This is an optimization exercise on Yosys and OpenROAD, whose aim is small area, a short achievable clock period and few clock cycles per item, not a production implementation.
The RTL was checked by simulation tests, not by an equivalence proof against the original design.
No activity file was given, so power comes from the tool's default toggle rates.

[design.v]
`timescale 1ns / 1ps
module axi_stream_insert_header#(
    parameter DATA_WD = 32,
    parameter DATA_BYTE_WD = DATA_WD / 8,
    parameter BYTE_CNT_WD = $clog2(DATA_BYTE_WD)
    )(
    input                       clk,
    input                       rst_n,
    input                       valid_in,
    input [DATA_WD-1 : 0]       data_in,
    input [DATA_BYTE_WD-1 : 0]  keep_in,
    input                       last_in,
    output                      ready_in,
    output                      valid_out,
    output [DATA_WD-1 : 0]      data_out,
    output [DATA_BYTE_WD-1 : 0] keep_out,
    output                      last_out,
    input                       ready_out,
    input                       valid_insert,
    input [DATA_WD-1 : 0]       header_insert,
    input [DATA_BYTE_WD-1 : 0]  keep_insert,
    input [BYTE_CNT_WD : 0]     byte_insert_cnt,
    output                      ready_insert
);
localparam NB = DATA_BYTE_WD;
localparam BW = BYTE_CNT_WD;
reg                 in_hdr;
reg                 in_data;
reg                 in_tail;
reg [NB-1:0]        hsel;
reg [NB-2:0]        kfix;
reg [DATA_WD-9:0]   carry;   
wire hdr_full = keep_insert[NB-1];
wire k2 = keep_in[2];
wire k1 = keep_in[1];
wire k0 = keep_in[0];
wire fits = hsel[0] | (hsel[1] & ~k0) | (hsel[2] & ~k1) | (hsel[3] & ~k2);
reg [DATA_WD-1:0] window;
integer k;
always @(*) begin
    window = {DATA_WD{in_hdr}} & header_insert;
    for (k = 0; k < NB; k = k + 1)
        window = window | ({DATA_WD{hsel[k]}} & ({carry, data_in} >> (8 * k)));
end
wire db = in_data & ~last_in;    
assign data_out  = window;
assign last_out  = in_tail | (last_in & fits);
assign keep_out  = {1'b1,
                    kfix[2] | db | (in_data & k2),
                    kfix[1] | db | (in_data & k1) | (in_data & hsel[1] & k2),
                    kfix[0] | db | (in_data & k0) | (in_data & hsel[1] & k1) |
                                                    (in_data & hsel[2] & k2)};
assign valid_out    = in_tail | (in_data & valid_in) | (in_hdr & valid_insert & hdr_full);
assign ready_in     = in_data & ready_out;
assign ready_insert = (in_hdr & ~hdr_full) | (in_hdr & ready_out) |
                      (~hdr_full & ready_out & in_tail) |
                      (~hdr_full & ready_out & valid_in & last_in & fits);
wire take_in  = ready_in & valid_in;
wire take_hdr = ready_insert & valid_insert;
wire end_pkt  = take_in & last_in & fits;
wire to_tail  = take_in & last_in & ~fits;
wire          n_data = take_hdr | (in_data & ~end_pkt & ~to_tail);
wire          n_tail = to_tail | (in_tail & ~ready_out);
wire          n_hdr  = ~n_data & ~n_tail;
wire [NB-1:0] n_hsel = take_hdr ? ({{(NB-1){1'b0}}, 1'b1} << byte_insert_cnt[BW-1:0]) :
                       n_hdr    ? {NB{1'b0}} : hsel;
wire [1:0]    tkeep  = {(hsel[3] & k1) | (hsel[2] & k0), hsel[3] & k0};
wire [NB-2:0] n_kfix = {n_hdr | (n_tail & (to_tail ? tkeep[1] : kfix[2])) |
                            (n_data & ~n_hsel[0]),
                        n_hdr | (n_tail & (to_tail ? tkeep[0] : kfix[1])) |
                            (n_data & (n_hsel[2] | n_hsel[3])),
                        n_hdr | (n_data & n_hsel[3])};
always @(posedge clk or negedge rst_n) begin
    if (!rst_n) begin
        in_hdr  <= 1'b1;
        in_data <= 1'b0;
        in_tail <= 1'b0;
        hsel    <= {NB{1'b0}};
        kfix    <= {(NB-1){1'b1}};
    end else begin
        in_hdr  <= n_hdr;
        in_data <= n_data;
        in_tail <= n_tail;
        hsel    <= n_hsel;
        kfix    <= n_kfix;
    end
end
wire hold = ~take_hdr & ~take_in;
always @(posedge clk)
    carry <= ({(DATA_WD-8){take_hdr}} & header_insert[DATA_WD-9:0]) |
             ({(DATA_WD-8){~take_hdr & take_in}} & data_in[DATA_WD-9:0]) |
             ({(DATA_WD-8){hold}} & carry);
endmodule
[flow/run.sh]
#!/bin/bash
# Standard layout, with each port buffered by a small buffer instead of
# the delay cell that buffer_ports picks by default, and a clock tree of
# one sink cluster without dummy loads.
set -euo pipefail
export BUFFER_PORTS_ARGS="-buffer_cell sky130_fd_sc_hd__buf_1"
export CTS_ARGS="-sink_clustering_enable -repair_clock_nets -dont_use_dummy_load -sink_clustering_size 50 -sink_clustering_max_diameter 200 -buf_list sky130_fd_sc_hd__clkbuf_8"
bash standard.sh > standard.log 2>&1
[standard.sh]
#!/bin/bash
# synth_recipe.tcl (not shown) runs the flow's synth.tcl, then flattens the netlist and writes it again
# the make line also repeats each setting of config.mk as NAME=value (left out here)
make -C /OpenROAD-flow-scripts/flow DESIGN_CONFIG=/design/flow/config.mk WORK_HOME=/design/flow/orfs CLKGATE_MAP_FILE= SYNTH_SCRIPT=/design/flow/synth_recipe.tcl "${@:-finish}"
[config.mk]
export PLATFORM = sky130hd
export DESIGN_NAME = axi_stream_insert_header
export DESIGN_NICKNAME = axi_stream_insert_header
export VERILOG_FILES = /design/flow/design.v
export SDC_FILE = /design/flow/constraint.sdc
export NUM_CORES = 4
export LEC_CHECK = 0
export CAP_MARGIN = 20
export CORE_MARGIN = 2
export CORE_UTILIZATION = 70
export PLACE_DENSITY = 0.8
export SLEW_MARGIN = 20
[constraint.sdc]
create_clock -name core_clock -period 4.5 [get_ports {clk}]
set_input_delay 0.9000 -clock core_clock [delete_from_list [all_inputs] [get_ports {clk}]]
set_output_delay 0.9000 -clock core_clock [all_outputs]
set_load 0.01 [all_outputs]
==> results of run 1 <==
==> layout make-up <==
class | count | area (um2) | area share
clock buffers | 5 | 68.82 | 0.02413
well taps | 46 | 57.56 | 0.02018
flip-flops and latches | 34 | 737.0 | 0.2584
multi-input cells | 225 | 1508 | 0.5287
inverters | 6 | 22.52 | 0.007898
repair buffers | 118 | 457.9 | 0.1606
==> cells by family after synthesis <==
family          count (synthesis)  synth area share
buf+inv                        36           0.06663
compound gates                113            0.3634
other cells                     1          0.001560
mux                            24           0.09995
flops                          34            0.3061
simple gates                   87            0.1624
==> path summary, 6_finish.rpt <==
kind	startpoint	endpoint	slack, ps
setup / recovery	keep_in[1]	ready_insert	1480
hold / removal	kfix[1]	kfix[1]	520
setup reg to reg	in_hdr	hsel[2]	1700
hold reg to reg	kfix[1]	kfix[1]	520
max in group asynchronous	rst_n	hsel[1]	3550
min in group asynchronous	rst_n	hsel[3]	560
==> sequential cells by signal, summed over array words and instances (netlist names) <==
| register | count |
|---|---|
| carry | 24 |
| hsel | 4 |
| kfix | 3 |
| in_data | 1 |
| in_hdr | 1 |
| in_tail | 1 |
==> layer usage <==
| metal | GRT usage | wire length, um |
|---|---|---|
| met5 | 0 | 0 |
| met4 | 0.1639 | 131 |
| met3 | 0.07568 | 845 |
| met2 | 0.6573 | 3540 |
| met1 | 0.4674 | 2808 |
==> worst min-delay path, stage by stage (launching register included) <==
cell and delay (ps):
dfstp_2 370, nand2_1 50, o221ai_1 90
==> through the flow <==
step | hold slack (ps) | instances
global route | 558.0 | 434
finish | 520.1 | 434
CTS | 525.4 | 434
floorplan | 485.4 | 295
global placement | 497.8 | 429
detailed placement | 515.9 | 429
==> cells in the final DEF, fill, tap and decap left out, drive strengths merged, types with 3 or more instances in the layout <==
master | synthesis | routed
a21o | 4 | 4
a222oi | 32 | 32
a22oi | 33 | 33
buf | 12 | 118
clkbuf | 18 | 5
dfrtp | 6 | 6
dfstp | 4 | 4
dfxtp | 24 | 24
inv | 6 | 6
mux2i | 24 | 24
nand2 | 62 | 62
nand2b | 3 | 3
nand3 | 3 | 3
nor2 | 4 | 4
nor2b | 5 | 5
o21ai | 29 | 29
==> power groups by stage <==
stage / combinational [uW] / sequential (uW) / clock, uW
floorplan: 698 / 533 / 0
detailed placement: 868 / 651 / 0
global route: 976 / 679 / 213
finish: 882 / 656 / 198
global placement: 839 / 640 / 0
CTS: 873 / 648 / 199
==> impl_metrics.json, run 1 <==
{
  "yosysTopAreaCell": "dfxtp_1",
  "crit_type": "in2out",
  "overflow": 0,
  "max_freq_ghz": 0.3315,
  "grt_usage": 0.3833,
  "core-area_um2": 3311,
  "layout-drive-gt1-share": 0.05412,
  "vias": 3004,
  "yosysSeqAreaShare": 0.3061,
  "post_drt_wl_per_cell_um": 16.88,
  "synth.distinct_cells": 45,
  "place_congestion": 0.8821,
  "die_area_um2": 3918,
  "h-tree-depth": 2,
  "pwr-share-clk": 0.114,
  "drv_cap": 0,
  "yosys-top-cells-count": "62 x nand2_1, 33 x a22oi_1, 32 x a222oi_1",
  "fin_ws_ps": 1484,
  "rsz0062_at_grt": "no",
  "fin_crit_ps": 3016,
  "netlist_area_um2": 2404,
  "p_total_uw": 1736,
  "critical_path_depth": 6,
  "pin_count": 121,
  "dpl_cell_area_um2": 2781,
  "antenna_cells": 0,
  "endpoint_kind": "primary output",
  "cts_sinks": 34,
  "hpwl_um": 5042,
  "clk_pin_slew_ps": 70,
  "whs_path_depth": 2,
  "intPower_uw": 933.8,
  "worst_pin_slew_ps": 1009,
  "cp_slowest_cell": "o41a_1",
  "pwr-share-comb": 0.508,
  "period_share": 0.6703,
  "setup_viol": 0,
  "worstPathCellList": "buf_1 > nor2b_4 > o41a_1 > o21ai_0 > o21ai_0 > buf_1",
  "portBuffers": 114,
  "cp.arrival_ps": 2120,
  "grt_pass1_vias": 2783,
  "insertion_delay_ps": 290,
  "drtAntennaViolNets": 0,
  "synth-edff-count": 0,
  "cts_tree": "done",
  "ir_drop_uv": 415.0,
  "cp_slowest_stage_delay_ps": 470,
  "pre_cts_ws_ps": 1514,
  "grt_pass1_wl_um": 12250,
  "fin_util": 0.8613,
  "area_growth_pct": 18.64,
  "synth_top_area_frac": 0.1999,
  "stdcell_area_um2": 2851,
  "cts_setup_buffers": 0,
  "critPathTopFamily": "compound AO/OA/AOI/OAI gates",
  "hold_viol_final": 0,
  "synth_area_leaders": "dfxtp_1 20%, a222oi_1 13%, a22oi_1 10%",
  "synth_cells": 295,
  "async_reset_ff_frac": 0.2941,
  "power_per_cell_area_nw_per_um2": 608.8,
  "start_kind": "input pin",
  "relSlewSlack": 0.3271,
  "status": "no timing/DRC/antenna violations",
  "switching_share": 0.4621,
  "crit_buf_inv": 2,
  "tns_ps": 0,
  "grt_max_degree": 58,
  "syn_nets": 376,
  "viasPerCell": 6.922,
  "fp-row-count": 21,
  "synth_area_per_cell_um2": 8.148,
  "dr.pass1.iters": 10,
  "ys_warn_count": 1,
  "leakage_uw": 0.001212,
  "die_h_um": 62.60,
  "drc_errors": 0,
  "root_buffer": "clkbuf_8",
  "numCtsBuffers": 5,
  "crit_required_ps": 3600,
  "die_w_um": 62.60,
  "reg2regPathDepth": 5,
  "drt_iter0_markers": 565,
  "synth_ff_type": "dfxtp_1",
  "clockBufferDepth": 2,
  "finalWirelength_um": 7325,
  "power_switching_uw": 802.2,
  "antenna_found_initial": 0,
  "synth-seq-cells": 34,
  "fill_cells": 208,
  "pwr-share-seq": 0.378,
  "synth.most_common_cell": "nand2_1",
  "ctsResizeCount": 0,
  "final_nets": 471,
  "final.setup_skew_ps": 11.64,
  "cp_max_fo": 4,
  "maxSlewViolCount": 0,
  "holdCritPathClass": "reg2reg",
  "start_util": 0.7260,
  "hold_buffers": 0
}
Testbench counts, summed over its fixed seeds: cycles 8,282, bytes 30,700.
==> inputs of run 2 (changes only) <==
--- a/design.v
+++ b/design.v
@@ -35,5 +35,5 @@
 wire k1 = keep_in[1];
 wire k0 = keep_in[0];
-wire fits = hsel[0] | (hsel[1] & ~k0) | (hsel[2] & ~k1) | (hsel[3] & ~k2);
+wire fits = ~((hsel[1] & k0) | (hsel[2] & k1) | (hsel[3] & k2));
 reg [DATA_WD-1:0] window;
 integer k;
@@ -45,5 +45,5 @@
 wire db = in_data & ~last_in;    
 assign data_out  = window;
-assign last_out  = in_tail | (last_in & fits);
+assign last_out  = in_tail | (in_data & last_in & fits);
 assign keep_out  = {1'b1,
                     kfix[2] | db | (in_data & k2),
@@ -53,7 +53,5 @@
 assign valid_out    = in_tail | (in_data & valid_in) | (in_hdr & valid_insert & hdr_full);
 assign ready_in     = in_data & ready_out;
-assign ready_insert = (in_hdr & ~hdr_full) | (in_hdr & ready_out) |
-                      (~hdr_full & ready_out & in_tail) |
-                      (~hdr_full & ready_out & valid_in & last_in & fits);
+assign ready_insert = ready_out & (in_hdr | (~hdr_full & (in_tail | (valid_in & last_in & fits))));
 wire take_in  = ready_in & valid_in;
 wire take_hdr = ready_insert & valid_insert;
==> flow/run.sh (replaced) <==
#!/bin/bash
# Standard layout, with each port buffered by a small buffer instead of
# the delay cell that buffer_ports picks by default, and a clock tree
# without dummy loads.
set -euo pipefail
export BUFFER_PORTS_ARGS="-buffer_cell sky130_fd_sc_hd__buf_1"
export CTS_ARGS="-sink_clustering_enable -repair_clock_nets -dont_use_dummy_load"
bash standard.sh > standard.log 2>&1
--- a/config.mk
+++ b/config.mk
@@ -6,7 +6,9 @@
 export NUM_CORES = 4
 export LEC_CHECK = 0
+export ABC_AREA = 1
 export CAP_MARGIN = 20
 export CORE_MARGIN = 2
-export CORE_UTILIZATION = 70
-export PLACE_DENSITY = 0.8
+export CORE_UTILIZATION = 40
+export PLACE_DENSITY = 0.6
+export SETUP_SLACK_MARGIN = 1.6
 export SLEW_MARGIN = 20
==> run 2 against run 1 <==
Net effect:
- combinational power shrank 11%
- clock power is essentially flat
- synthesized cell count grew 45%
- cell count grew 38%
- critical path depth shrank 1
- setup slack gained 310 ps
- utilization shrank 36 points
==> impl_metrics.json, run 2 <==
{
  "yosysSeqAreaShare": 0.2917,
  "fin_ws_ps": 1792,
  "cts_tree": "done",
  "drt_iter0_markers": 189,
  "grt_pass1_vias": 2882,
  "die_w_um": 83.41,
  "drtAntennaViolNets": 0,
  "antenna_cells": 0,
  "pin_count": 121,
  "async_reset_ff_frac": 0.2941,
  "period_share": 0.6018,
  "synth-seq-cells": 34,
  "synth_area_leaders": "nand2_1 38%, dfxtp_1 19%, a221oi_1 11%",
  "synth.most_common_cell": "nand2_1",
  "core-area_um2": 5991,
  "root_buffer": "clkbuf_8",
  "place_congestion": 0.8572,
  "place_inst": 593,
  "crit_type": "reg2out",
  "pre_cts_ws_ps": 1861,
  "final_nets": 606,
  "finalWirelength_um": 8500,
  "start_util": 0.4211,
  "synth_top_area_frac": 0.3839,
  "drc_errors": 0,
  "grt_max_degree": 37,
  "ys_warn_count": 1,
  "synth_ff_type": "dfxtp_1",
  "holdCritPathClass": "reg2reg",
  "fp-row-count": 28,
  "cp_max_fo": 34,
  "vias": 3151,
  "synth_area_per_cell_um2": 5.880,
  "regMostFlops": "carry",
  "insertion_delay_ps": 280,
  "netlist_area_um2": 2522,
  "cts_sinks": 34,
  "synth-edff-count": 0,
  "die_area_um2": 6957,
  "h-tree-depth": 2,
  "drv_cap": 0,
  "multiInputGateArea_um2": 1587,
  "clk_pin_slew_ps": 60,
  "fill_cells": 697,
  "area_growth_pct": 18.75,
  "fin_cells": 598,
  "synth.distinct_cells": 28,
  "fin_crit_ps": 2708,
  "yosys-top-cells-count": "258 x nand2_1, 41 x nand3_1, 32 x a221oi_1, 24 x dfxtp_1, 16 x clkbuf_1",
  "antenna_found_initial": 0,
  "start_kind": "flip-flop",
  "portBuffers": 114,
  "cts_setup_buffers": 0,
  "final_cell_mix": "258 x nand2_1, 114 x buf_1, 41 x nand3_1",
  "worst_pin_slew_ps": 704.6,
  "yosysTopAreaCell": "nand2_1",
  "final.setup_skew_ps": 21.09,
  "dr.pass1.iters": 5,
  "largest_reg_flops": 24,
  "rsz0062_at_grt": "no",
  "syn_nets": 510,
  "leakage_uw": 0.001425,
  "seq_area_um2": 737.0,
  "clockBufferDepth": 2,
  "max_freq_ghz": 0.3692,
  "final_common_cell": "nand2_1",
  "layout-drive-gt1-share": 0.04207,
  "grt_pass1_wl_um": 13720,
  "hpwl_um": 5840,
  "hold_viol_final": 0,
  "grt_usage": 0.2374,
  "die_h_um": 83.41,
  "cp.arrival_ps": 1810,
  "hold_buffers": 0,
  "tns_ps": 0,
  "reg.largest.list": "carry: 24 flops, hsel: 4 flops, kfix: 3 flops",
  "relSlewSlack": 0.5303,
  "endpoint_kind": "primary output",
  "power_per_cell_area_nw_per_um2": 540.6,
  "ir_drop_uv": 237.7,
  "setup_viol": 0,
  "numCtsBuffers": 5,
  "maxSlewViolCount": 0,
  "fin_hold_ws_ps": 468.4,
  "overflow": 0,
  "ctsResizeCount": 0,
  "post_drt_wl_per_cell_um": 14.21,
  "crit_required_ps": 3600,
  "status": "no timing/DRC/antenna violations",
  "synth_cells": 429,
  "viasPerCell": 5.269
}
## run 2: report_power, final
| part | leakage (uW) | total, uW | switching [uW] | internal [uW] |
|---|---|---|---|---|
| logic | 0.00107 | 789 | 495 | 293 |
| clock network | 0.0000359 | 197 | 97.2 | 99.5 |
| registers | 0.000322 | 634 | 176 | 458 |
## run 2: layout make-up
cell class / instances / share of cell area
multi-input combinational: 352 / 0.5297
sequential: 34 / 0.2460
timing repair buffer: 117 / 0.1504
tap: 75 / 0.03133
clock buffer: 5 / 0.02297
inverter: 15 / 0.01963
## run 2: routing by layer
| layer | vias to the layer above | part of all wire | track usage |
|---|---|---|---|
| met3 | 2 | 0.074 | 0.04871 |
| met1 | 1433 | 0.47 | 0.3181 |
| met4 | 0 | 0.0040 | 0.04399 |
| li1 | 1595 | - | - |
| met2 | 121 | 0.45 | 0.3988 |
| met5 | - | 0 | 0 |
## run 2: cell families after synthesis
group           Yosys count  synth area share
compound gates           43            0.1404
flops                    34            0.2917
buf+inv                  43           0.07936
other cells               1          0.001487
simple gates            308            0.4871
## run 2: critical path, cell delays in order (launching register included)
cell and delay (ps):
dfstp_2 990, nand2_1 110, nand2_1 90, a221oi_1 50
nand2_1 100, buf_1 180
## run 2: path summary, 6_finish.rpt
check	startpoint	endpoint	slack, ps	depth (start not counted)
max	in_hdr	data_out[25]	1790	5
max in group asynchronous	rst_n	hsel[0]	3550	1
min reg2reg	carry[16]	carry[16]	470	2
min	carry[16]	carry[16]	470	2
max reg2reg	in_hdr	kfix[1]	2420	8
min in group asynchronous	rst_n	hsel[3]	570	1
## run 2: through the flow
step / total power [uW] / instance area (um2) / utilization
final: 1619 / 2995 / 0.5000
after global placement: 1418 / 2925 / 0.4883
after global routing: 1779 / 2995 / 0.5000
after CTS: 1626 / 2995 / 0.5000
after floorplan: 1156 / 2522 / -
after detailed placement: 1427 / 2927 / 0.4885
Testbench counts of run 2, summed over its fixed seeds: cycles 8,282, bytes 30,700.
==> inputs of run 3 (changes only) <==
--- a/config.mk
+++ b/config.mk
@@ -11,4 +11,4 @@
 export CORE_UTILIZATION = 40
 export PLACE_DENSITY = 0.6
-export SETUP_SLACK_MARGIN = 1.6
+export SETUP_SLACK_MARGIN = 2.0
 export SLEW_MARGIN = 20
==> run 3 against run 2 <==
Net effect:
- still clean
- sequential share of layout area fell by 2.9 points
- utilization rose by 7.2 points
- via count rose by 2.1%
- non-clock buffer count rose by 9
- highest routed layer unchanged
==> impl_metrics.json, run 3 <==
{
  "die_h_um": 83.41,
  "post_drt_wl_per_cell_um": 15.01,
  "period_share": 0.5533,
  "power_per_cell_area_nw_per_um2": 534.0,
  "vias": 3218,
  "cp_max_fo": 4,
  "final_cell_mix": "245 x nand2_1, 84 x buf_1, 41 x nand3_1",
  "drc_errors": 0,
  "grt_pass1_vias": 2902,
  "critical_path_depth": 6,
  "endpoint_kind": "primary output",
  "synth-edff-count": 0,
  "cp_slowest_cell": "a221oi_1",
  "async_reset_ff_frac": 0.2941,
  "crit_path_frequent_cell": "nand2_1",
  "fin_crit_ps": 2490,
  "final_nets": 615,
  "pin_count": 121,
  "cts_sinks": 34,
  "place_congestion": 0.8572,
  "worstPathCellList": "buf_1 > nand2_1 > nand2_1 > a221oi_1 > nand2_1 > clkbuf_2",
  "cts_tree": "done",
  "syn_nets": 510,
  "core-area_um2": 5991,
  "hold_buffers": 0,
  "hold_viol_final": 0,
  "drv_cap": 0,
  "hold_end": "carry[16]",
  "layout-drive-gt1-share": 0.1823,
  "viasPerCell": 5.301,
  "ys_warn_count": 1,
  "synth_area_per_cell_um2": 5.880,
  "min_from": "carry[16]",
  "fin_ws_ps": 2010,
  "yosysTopAreaCell": "nand2_1",
  "relSlewSlack": 0.6521,
  "yosys-top-cells-count": "258 x nand2_1, 41 x nand3_1, 32 x a221oi_1, 24 x dfxtp_1, 16 x clkbuf_1",
  "synth-seq-cells": 34,
  "area_growth_pct": 35.86,
  "fill_cells": 655,
  "drt_iter0_markers": 169,
  "die_w_um": 83.41,
  "leakage_uw": 0.001685,
  "yosysSeqAreaShare": 0.2917,
  "insertion_delay_ps": 290,
  "clockBufferDepth": 2,
  "drtAntennaViolNets": 0,
  "p_total_uw": 1830,
  "clk_pin_slew_ps": 50,
  "cp.arrival_ps": 1590,
  "largest_reg_flops": 24,
  "crit_buf_inv": 2,
  "start_util": 0.4211,
  "portBuffers": 114,
  "status": "no timing/DRC/antenna violations",
  "grt_max_degree": 37,
  "crit_required_ps": 3600,
  "stdcell_area_um2": 3427,
  "timing.reg2reg.setup_slack_ps": 2470,
  "fp-row-count": 28,
  "numCtsBuffers": 5,
  "finalWirelength_um": 9112,
  "holdCritPathClass": "reg2reg",
  "regMostFlops": "carry",
  "maxSlewViolCount": 0,
  "reg2regPathDepth": 12,
  "ir_drop_uv": 246.6,
  "overflow": 0,
  "whs_path_depth": 2,
  "synth.most_common_cell": "nand2_1",
  "synth_area_leaders": "nand2_1 38%, dfxtp_1 19%, a221oi_1 11%",
  "grt_usage": 0.2390,
  "worst_pin_slew_ps": 521.8,
  "final_common_cell": "nand2_1",
  "start_kind": "input pin",
  "netlist_area_um2": 2522,
  "synth.distinct_cells": 28,
  "crit_type": "in2out",
  "antenna_cells": 0,
  "h-tree-depth": 2,
  "hpwl_um": 5840,
  "final.setup_skew_ps": 20.22,
  "dpl_cell_area_um2": 2927,
  "die_area_um2": 6957,
  "grt_pass1_wl_um": 13810,
  "root_buffer": "clkbuf_8",
  "antenna_found_initial": 0,
  "cp_slowest_stage_delay_ps": 210,
  "setup_viol": 0,
  "reg.largest.list": "carry: 24 flops, hsel: 4 flops, kfix: 3 flops",
  "rr_endpoint": "carry[1]",
  "rsz0062_at_grt": "yes",
  "critPathTopFamily": "buffers and inverters",
  "synth_ff_type": "dfxtp_1",
  "synth_top_area_frac": 0.3839,
  "dr.pass1.iters": 5,
  "rr_startpoint": "hsel[2]",
  "max_freq_ghz": 0.4016,
  "pre_cts_ws_ps": 1861,
  "synth_cells": 429,
  "tns_ps": 0
}
run 3: metrics by stage:
step / cells / util / hold WS [ps]
floorplan: 429 / - / 442.1
global placement: 593 / 0.4883 / 452.9
detailed placement: 593 / 0.4885 / 456.7
CTS: 600 / 0.5117 / 470.2
global route: 607 / 0.5721 / 491.6
finish: 607 / 0.5721 / 469.5
run 3: metal layers:
layer	track usage	vias up	wire, um
met1	0.3212	1473	4168
met4	0.04252	0	68
met2	0.4018	117	4220
met3	0.04871	8	655
met5	0	-	0
li1	-	1620	-
run 3: cell families (layout without fill, tap and decap cells):
logic type,Yosys count,count (layout),synth area share
other,1,1,0.001487
AOI/OAI and AO/OA,43,43,0.1404
DFF,34,34,0.2917
and+or+nand+nor,308,308,0.4871
buffers and inverters,43,146,0.07936
run 3: layout make-up:
cell class | count | area (um2) | area share
well taps | 75 | 93.84 | 0.02738
multi-input cells | 352 | 1762 | 0.5141
flip-flops and latches | 34 | 743.2 | 0.2169
inverters | 15 | 61.31 | 0.01789
repair buffers | 126 | 698.2 | 0.2037
clock buffers | 5 | 68.82 | 0.02008
run 3: worst max-delay path by stage:
stage / startpoint / endpoint / slack (ps)
after CTS: in_hdr / data_out[26] / 1970
after detailed placement: valid_in / ready_insert / 1860
after floorplan: last_in / ready_insert / 2240
final: data_in[19] / data_out[19] / 2010
after global routing: data_in[16] / data_out[0] / 1940
after global placement: hsel[0] / data_out[25] / 1890
run 3: power breakdown:
part | switching, uW | internal [uW] | leakage (uW)
sequential | 149 | 461 | 0.000322
combinational | 604 | 416 | 0.00133
clock | 99.5 | 99.5 | 0.0000359
total | 853 | 977 | 0.00168
run 3: repair_timing:
action                                  CTS  global route
pin swaps                                 4            23
resized for setup                        20            89
buffers inserted                          2             7
endpoints found under the setup margin   34            33
run 3: worst min-delay path, cell delays in order (launching register included):
cell and delay [ps]:
dfxtp_1 320, nand2_1 60, nand3_1 60
==> inputs of run 4 (changes only) <==
--- a/config.mk
+++ b/config.mk
@@ -11,4 +11,4 @@
 export CORE_UTILIZATION = 40
 export PLACE_DENSITY = 0.6
-export SETUP_SLACK_MARGIN = 2.0
+export SETUP_SLACK_MARGIN = 1.9
 export SLEW_MARGIN = 20
==> run 4 against run 3 <==
Net effect:
- highest routed layer unchanged
- largest power group unchanged
- still clean on timing, DRC and antenna
- area after synthesis unchanged
- largest cell class unchanged
- cell count down 0.16%
- die area unchanged
- synthesized cell count unchanged
- count of clock-buffer cells in the layout unchanged
- utilization down 4.8 points
- clock skew up 1.7 ps
- critical path depth unchanged
- non-clock buffer count down 1
- routed wire length down 3.0%
==> impl_metrics.json, run 4 <==
{
  "status": "no timing/DRC/antenna violations",
  "die_h_um": 83.41,
  "finalWirelength_um": 8843,
  "timing.reg2reg.setup_slack_ps": 2430,
  "max_freq_ghz": 0.3965,
  "overflow": 0,
  "tns_ps": 0,
  "post_drt_wl_per_cell_um": 14.59,
  "insertion_delay_ps": 280,
  "antenna_cells": 0,
  "p_total_uw": 1705,
  "fill_cells": 679,
  "synth-edff-count": 0,
  "netlist_area_um2": 2522,
  "rr_endpoint": "carry[9]",
  "worst_pin_slew_ps": 523.9,
  "relSlewSlack": 0.6507,
  "fin_util": 0.5242,
  "root_buffer": "clkbuf_8",
  "largest_reg_flops": 24,
  "holdCritPathClass": "reg2reg",
  "yosys-top-cells-count": "258 x nand2_1, 41 x nand3_1, 32 x a221oi_1, 24 x dfxtp_1, 16 x clkbuf_1",
  "hpwl_um": 5840,
  "hold_buffers": 0,
  "place_congestion": 0.8572,
  "fin_crit_ps": 2522,
  "period_share": 0.5605,
  "yosysSeqAreaShare": 0.2917,
  "fp-row-count": 28,
  "h-tree-depth": 2,
  "die_w_um": 83.41,
  "portBuffers": 114,
  "final_cell_mix": "257 x nand2_1, 108 x buf_1, 41 x nand3_1",
  "grt_usage": 0.2372,
  "regMostFlops": "carry",
  "seq_area_um2": 743.2,
  "drt_iter0_markers": 160,
  "async_reset_ff_frac": 0.2941,
  "endpoint_kind": "primary output",
  "stdcell_area_um2": 3141,
  "pin_count": 121,
  "fin_hold_ws_ps": 468.5,
  "setup_viol": 0,
  "min_from": "carry[16]",
  "leakage_uw": 0.001506,
  "final_nets": 614,
  "rsz0062_at_grt": "yes",
  "synth_area_per_cell_um2": 5.880,
  "grt_pass1_vias": 2890,
  "whs_path_depth": 2,
  "hold_viol_final": 0,
  "crit_type": "in2out",
  "power_per_cell_area_nw_per_um2": 542.9,
  "final_common_cell": "nand2_1",
  "start_util": 0.4211,
  "die_area_um2": 6957,
  "ys_warn_count": 1,
  "clockBufferDepth": 2,
  "core-area_um2": 5991,
  "maxSlewViolCount": 0,
  "synth.distinct_cells": 28,
  "syn_nets": 510,
  "synth_ff_type": "dfxtp_1",
  "viasPerCell": 5.287,
  "area_growth_pct": 24.50,
  "dpl_cell_area_um2": 2927,
  "synth_top_area_frac": 0.3839,
  "synth-seq-cells": 34,
  "ir_drop_uv": 237.4,
  "synth_area_leaders": "nand2_1 38%, dfxtp_1 19%, a221oi_1 11%",
  "cts_tree": "done",
  "yosysTopAreaCell": "nand2_1",
  "rr_startpoint": "hsel[2]",
  "clk_pin_slew_ps": 50,
  "drtAntennaViolNets": 0,
  "vias": 3204,
  "hold_end": "carry[16]",
  "grt_max_degree": 37,
  "crit_required_ps": 3600,
  "drc_errors": 0,
  "cts_sinks": 34,
  "antenna_found_initial": 0,
  "final.setup_skew_ps": 21.89,
  "reg.largest.list": "carry: 24 flops, hsel: 4 flops, kfix: 3 flops",
  "cp.arrival_ps": 1620,
  "reg2regPathDepth": 12,
  "grt_pass1_wl_um": 13720,
  "multiInputGateArea_um2": 1602,
  "synth_cells": 429,
  "synth.most_common_cell": "nand2_1",
  "layout-drive-gt1-share": 0.07345,
  "dr.pass1.iters": 4,
  "drv_cap": 0,
  "start_kind": "input pin",
  "numCtsBuffers": 5,
  "cp_max_fo": 4
}
==> run 4: cell counts after synthesis <==
No cell type changed its count.
==> run 4: critical path, cell delays in order <==
cell      delay (ps)
buf_1            120
nand2_1           80
nand2_1           50
a221oi_1         240
nand2_1           80
buf_1            150
==> run 4: report_power, final <==
part           switching [uW]  internal (uW)  total, uW
logic                     570            348        918
registers                 130            461        591
clock network            96.3           99.5        196
total                     796            909       1710
==> run 4: how the worst max path moves through the flow <==
| stage | startpoint | endpoint | slack (ps) | depth (start not counted) |
|---|---|---|---|---|
| after floorplan | last_in | ready_insert | 2240 | 8 |
| after global placement | hsel[0] | data_out[25] | 1890 | 5 |
| after detailed placement | valid_in | ready_insert | 1860 | 10 |
| after CTS | last_in | ready_insert | 1910 | 10 |
| after global routing | data_in[6] | data_out[6] | 1870 | 6 |
| final | data_in[26] | data_out[26] | 1980 | 6 |
==> run 4: logic make-up (layout without fill, tap and decap cells) <==
kind of cell / after synthesis / count (layout) / synth area share
compound gates: 43 / 43 / 0.1404
flops: 34 / 34 / 0.2917
simple gates: 308 / 308 / 0.4871
other cells: 1 / 1 / 0.001487
buf+inv: 43 / 145 / 0.07936
==> run 4: repair_timing <==
action,in CTS,in global routing
endpoints found under the hold margin,0,0
pin swaps,0,1
gates resized for setup,2,10
setup endpoints to repair,33,25
setup buffers,0,8
==> run 4: layout make-up <==
| class | count | area share |
|---|---|---|
| Clock buffer | 5 | 0.02191 |
| Inverter | 15 | 0.01873 |
| Timing Repair Buffer | 125 | 0.1829 |
| Multi-Input combinational cell | 352 | 0.5100 |
| Sequential cell | 34 | 0.2367 |
| Tap cell | 75 | 0.02988 |
==> run 4: metal layers <==
metal | global-route usage | vias to the layer above | wire, um
met5 | 0 | - | 0
met3 | 0.04871 | 2 | 667
met1 | 0.3175 | 1459 | 4045
met4 | 0.04399 | 0 | 34
met2 | 0.3988 | 126 | 4096
li1 | - | 1617 | -
==> run 4: per-stage QoR <==
stage,worst slack (ps),cells
after floorplan,2239,429
after global placement,1892,593
after detailed placement,1861,593
after CTS,1907,598
after global routing,1867,606
final,1978,606

[separate check: timing with driven ports]
No port has a modelled driver above. Below, the same layouts with a new extraction and two added sets of constraints. Step 1 sets driving cells, clkbuf_16 on the clock port and buf_2 on the other inputs (assumed; they add their load-dependent delay and slew). Step 2 times the ports against the registers' clock, not the clock port: input delays grow and output delays shrink by t, the midpoint of the rising clock arrivals with the driver on. Slacks: ideal ports / drivers / drivers and shift; pairs: ideal ports / drivers.
run	shift t [ns]	setup WS [ns]	worst register clock-pin slew, ns	cell pins on the clock port's net
run 1	0.308	1.484 / 1.459 / 1.445	0.07 / 0.07	1
run 2	0.299	1.792 / 1.762 / 1.845	0.08 / 0.08	1
run 3	0.305	2.010 / 1.977 / 1.977	0.08 / 0.08	1
run 4	0.301	1.978 / 1.958 / 1.958	0.08 / 0.08	1
After both steps every run listed still meets setup and hold. The setup slack of run 1, which loses most, moves by -0.025 ns with the drivers and by -0.039 ns with both steps.
